From an optimization exercise on the open Yosys and OpenROAD flow, aimed at small area and a short achievable clock period; shortcuts taken in it are not production practice.
Function was checked by simulation only, so behaviour that the tests miss may differ from the original.

Design AccumulatorScale, start of the top module:
module AccumulatorScale(
  input         clock,
  input         reset,
  output        io_in_ready,
  input         io_in_valid,
  input  [31:0] io_in_bits_acc_read_resp_data_0_0,
  input  [31:0] io_in_bits_acc_read_resp_data_1_0,
  input  [31:0] io_in_bits_acc_read_resp_data_2_0,
  input  [31:0] io_in_bits_acc_read_resp_data_3_0,
  input  [31:0] io_in_bits_acc_read_resp_data_4_0,
  input  [31:0] io_in_bits_acc_read_resp_data_5_0,
  input  [31:0] io_in_bits_acc_read_resp_data_6_0,
  input  [31:0] io_in_bits_acc_read_resp_data_7_0,
  input         io_in_bits_acc_read_resp_fromDMA,
  input  [31:0] io_in_bits_acc_read_resp_scale_bits,
  input  [2:0]  io_in_bits_acc_read_resp_act,
  input  [1:0]  io_in_bits_acc_read_resp_acc_bank_id,
  input         io_out_ready,
  output        io_out_valid,
  output [31:0] io_out_bits_full_data_0_0,
  output [31:0] io_out_bits_full_data_1_0,
  output [31:0] io_out_bits_full_data_2_0,
  output [31:0] io_out_bits_full_data_3_0,
  output [31:0] io_out_bits_full_data_4_0,
  output [31:0] io_out_bits_full_data_5_0,
  output [31:0] io_out_bits_full_data_6_0,
  output [31:0] io_out_bits_full_data_7_0,
  output [7:0]  io_out_bits_data_0_0,
  output [7:0]  io_out_bits_data_1_0,
  output [7:0]  io_out_bits_data_2_0,
  output [7:0]  io_out_bits_data_3_0,
  output [7:0]  io_out_bits_data_4_0,
  output [7:0]  io_out_bits_data_5_0,
  output [7:0]  io_out_bits_data_6_0,
  output [7:0]  io_out_bits_data_7_0,
  output [1:0]  io_out_bits_acc_bank_id,
  output        io_out_bits_fromDMA
);
Settings: LEC_CHECK=0, ABC_AREA=1, CAP_MARGIN=20, CELL_PAD_IN_SITES_DETAIL_PLACEMENT=1, CELL_PAD_IN_SITES_GLOBAL_PLACEMENT=1, CORE_MARGIN=2, CORE_UTILIZATION=30, CTS_BUF_LIST=sky130_fd_sc_hd__clkbuf_8, CTS_CLUSTER_DIAMETER=50, CTS_CLUSTER_SIZE=16, PLACE_DENSITY=0.45, SLEW_MARGIN=20, SYNTH_HIERARCHICAL=1, SYNTH_MINIMUM_KEEP_SIZE=0; clock period 48.0 ns.
standard.sh (not shown) runs the stock make flow with config.mk's settings and CLKGATE_MAP_FILE= SYNTH_SCRIPT=/design/flow/synth_recipe.tcl, a recipe that flattens the netlist after the stock synthesis.
==> flow/flow/run.sh <==
#!/bin/bash
# Layout flow: the standard ORFS flow (standard.sh, synthesis included,
# unchanged) with extra ORFS variables for the layout steps, read from
# extra_vars.txt beside this script: the cell used for the port buffers and
# the setup margin that timing repair aims for.
# Each tool's output goes to log_layout.log in the work folder (and ORFS's
# own per-step logs under orfs/logs).
set -uo pipefail
W=$PWD
EXTRA_VARS="$(cat $W/flow/extra_vars.txt | tr '\n' ' ')"
sed "s|\"\${@:-finish}\"|$EXTRA_VARS \"\${@:-finish}\"|" standard.sh > $W/my_standard.sh
grep -q "SETUP_SLACK_MARGIN" $W/my_standard.sh || { echo "could not add the extra variables"; exit 1; }
bash $W/my_standard.sh finish > $W/log_layout.log 2>&1 || { echo "layout failed"; tail -20 $W/log_layout.log; exit 1; }
test -f out/final.def || { echo "no final.def"; exit 1; }
echo "done"
==> flow/flow/extra_vars.txt <==
BUFFER_PORTS_ARGS="-buffer_cell sky130_fd_sc_hd__buf_1"
SETUP_SLACK_MARGIN=28
The baseline went through all stages and came out clean.
Rerun with:
--- a/flow/design.v
+++ b/flow/design.v
@@ -277,51 +277,33 @@
   output [7:0]  y
 );
   wire sx, zx, inc;
   wire [4:0] lz;
   wire [23:0] T;
   assign sx = x[31] & ~relu;
-  wire [31:0] o1, o2, o3, o4, o5;
-  genvar i;
-  generate for (i = 0; i < 32; i = i + 1) begin : sk
-    assign o1[i] = (i % 2 >= 1)  ? x[i]  | x[(i / 2) * 2]           : x[i];
-    assign o2[i] = (i % 4 >= 2)  ? o1[i] | o1[(i / 4) * 4 + 1]      : o1[i];
-    assign o3[i] = (i % 8 >= 4)  ? o2[i] | o2[(i / 8) * 8 + 3]      : o2[i];
-    assign o4[i] = (i % 16 >= 8) ? o3[i] | o3[(i / 16) * 16 + 7]    : o3[i];
-    assign o5[i] = (i >= 16)     ? o4[i] | o4[15]                   : o4[i];
+  assign zx = ~|x | (x[31] & relu);
+  wire [31:0] below;    
+  assign below[0] = 1'b0;
+  genvar gi;
+  generate for (gi = 1; gi < 32; gi = gi + 1) begin : pfx
+    assign below[gi] = below[gi-1] | x[gi-1];
   end endgenerate
-  assign zx = ~o5[31] | (x[31] & relu);
-  wire [31:0] mag = x ^ ({o5[30:0], 1'b0} & {32{sx}});
-  wire [15:0] z2;
-  wire [7:0]  z4;
-  wire [3:0]  z8;
-  generate for (i = 0; i < 16; i = i + 1) begin : zz2
-    assign z2[i] = ~(mag[2*i] | mag[2*i+1]);
-  end endgenerate
-  generate for (i = 0; i < 8; i = i + 1) begin : zz4
-    assign z4[i] = z2[2*i] & z2[2*i+1];
-  end endgenerate
-  generate for (i = 0; i < 4; i = i + 1) begin : zz8
-    assign z8[i] = z4[2*i] & z4[2*i+1];
-  end endgenerate
-  wire l4 = z8[2] & z8[3];
-  wire l3 = l4 ? z8[1] : z8[3];
-  wire [1:0] lzsel43 = {l4, l3};
-  wire l2 = lzsel43 == 2'b11 ? z4[1] : lzsel43 == 2'b10 ? z4[3] : lzsel43 == 2'b01 ? z4[5] : z4[7];
-  wire [2:0] lzn42 = ~{l4, l3, l2};
-  wire l1 = z2[{lzn42, 1'b1}];
-  wire [3:0] lzn41 = ~{l4, l3, l2, l1};
-  wire l0 = ~mag[{lzn41, 1'b1}];
-  assign lz = {l4, l3, l2, l1, l0};
-  wire [31:0] n1 = l4 ? {mag[15:0], 16'd0} : mag;
-  wire [31:0] n2 = l3 ? {n1[23:0], 8'd0} : n1;
-  wire [31:0] n3 = l2 ? {n2[27:0], 4'd0} : n2;
-  wire [31:0] n4 = l1 ? {n3[29:0], 2'd0} : n3;
-  wire [30:0] n5 = l0 ? n4[29:0] << 1 : n4[30:0];
+  wire [31:0] mag = x ^ (below & {32{sx}});
+  wire z16 = ~|mag[31:16];
+  wire [31:0] n1 = z16 ? {mag[15:0], 16'd0} : mag;
+  wire z8 = ~|n1[31:24];
+  wire [31:0] n2 = z8 ? {n1[23:0], 8'd0} : n1;
+  wire z4 = ~|n2[31:28];
+  wire [31:0] n3 = z4 ? {n2[27:0], 4'd0} : n2;
+  wire z2 = ~|n3[31:30];
+  wire [31:0] n4 = z2 ? {n3[29:0], 2'd0} : n3;
+  wire z1 = ~n4[31];
+  wire [30:0] n5 = z1 ? n4[29:0] << 1 : n4[30:0];
+  assign lz = {z16, z8, z4, z2, z1};
   assign T = {1'b1, n5[30:8]};
-  assign inc = n5[7] & (n5[8] | (|n5[6:0]));
+  assign inc = n5[7] & (n5[8] | (|n5[6:0]));    
   wire [2:0] d0 = {1'b0, T[1:0]} + {2'b0, inc};
   wire e0_1 = d0 == 3'd1;
   wire e0_2 = d0 == 3'd2;
   wire e0_3 = d0 == 3'd3;
   wire e0_4 = d0[2];
   wire e1_1 = T[2] & ~T[3];
The new run produced a clean layout.
Area after synthesis went down by 0.55%.
Via count went down by 1.1%.
Wire length went up by 0.76%.
Design area is about the same.
Worst setup slack degrades by 0.031 ns.
Sequential cell count stays the same.
Clock-buffer cell count went up by 7.
Critical path depth does not change.
Hold slack improves by 0.0056 ns.
Global-route usage went up by 0.45 points.
Utilization went up by 0.20 points.

-- port drivers added, routing unchanged --
The results above use ideal ports. As a check the final layouts listed here were re-extracted and re-timed, cells and wires unchanged. Step 1 sets driving cells, clkbuf_16 on the clock port and buf_2 on the other inputs (assumed; they add their load-dependent delay and slew). Step 2 moves the port delays by t, midway between the first and last clock arrival at a register: inputs arrive t later, outputs are due t later. That takes back most of the time a late clock gives input paths. Slacks: no drivers / after step 1 / after step 2; pairs: no drivers / after step 1.
run	t (ns)	setup WS [ns]	clock arrival spread, ns	slew at the worst register clock pin (ns)	cell pins on the clock port's net
the first run	1.268	28.399 / 28.370 / 28.370	0.161 / 0.161	0.10 / 0.10	1
the second run	1.315	28.368 / 28.339 / 28.339	0.188 / 0.188	0.10 / 0.10	1
After both steps every run listed still meets setup and hold.
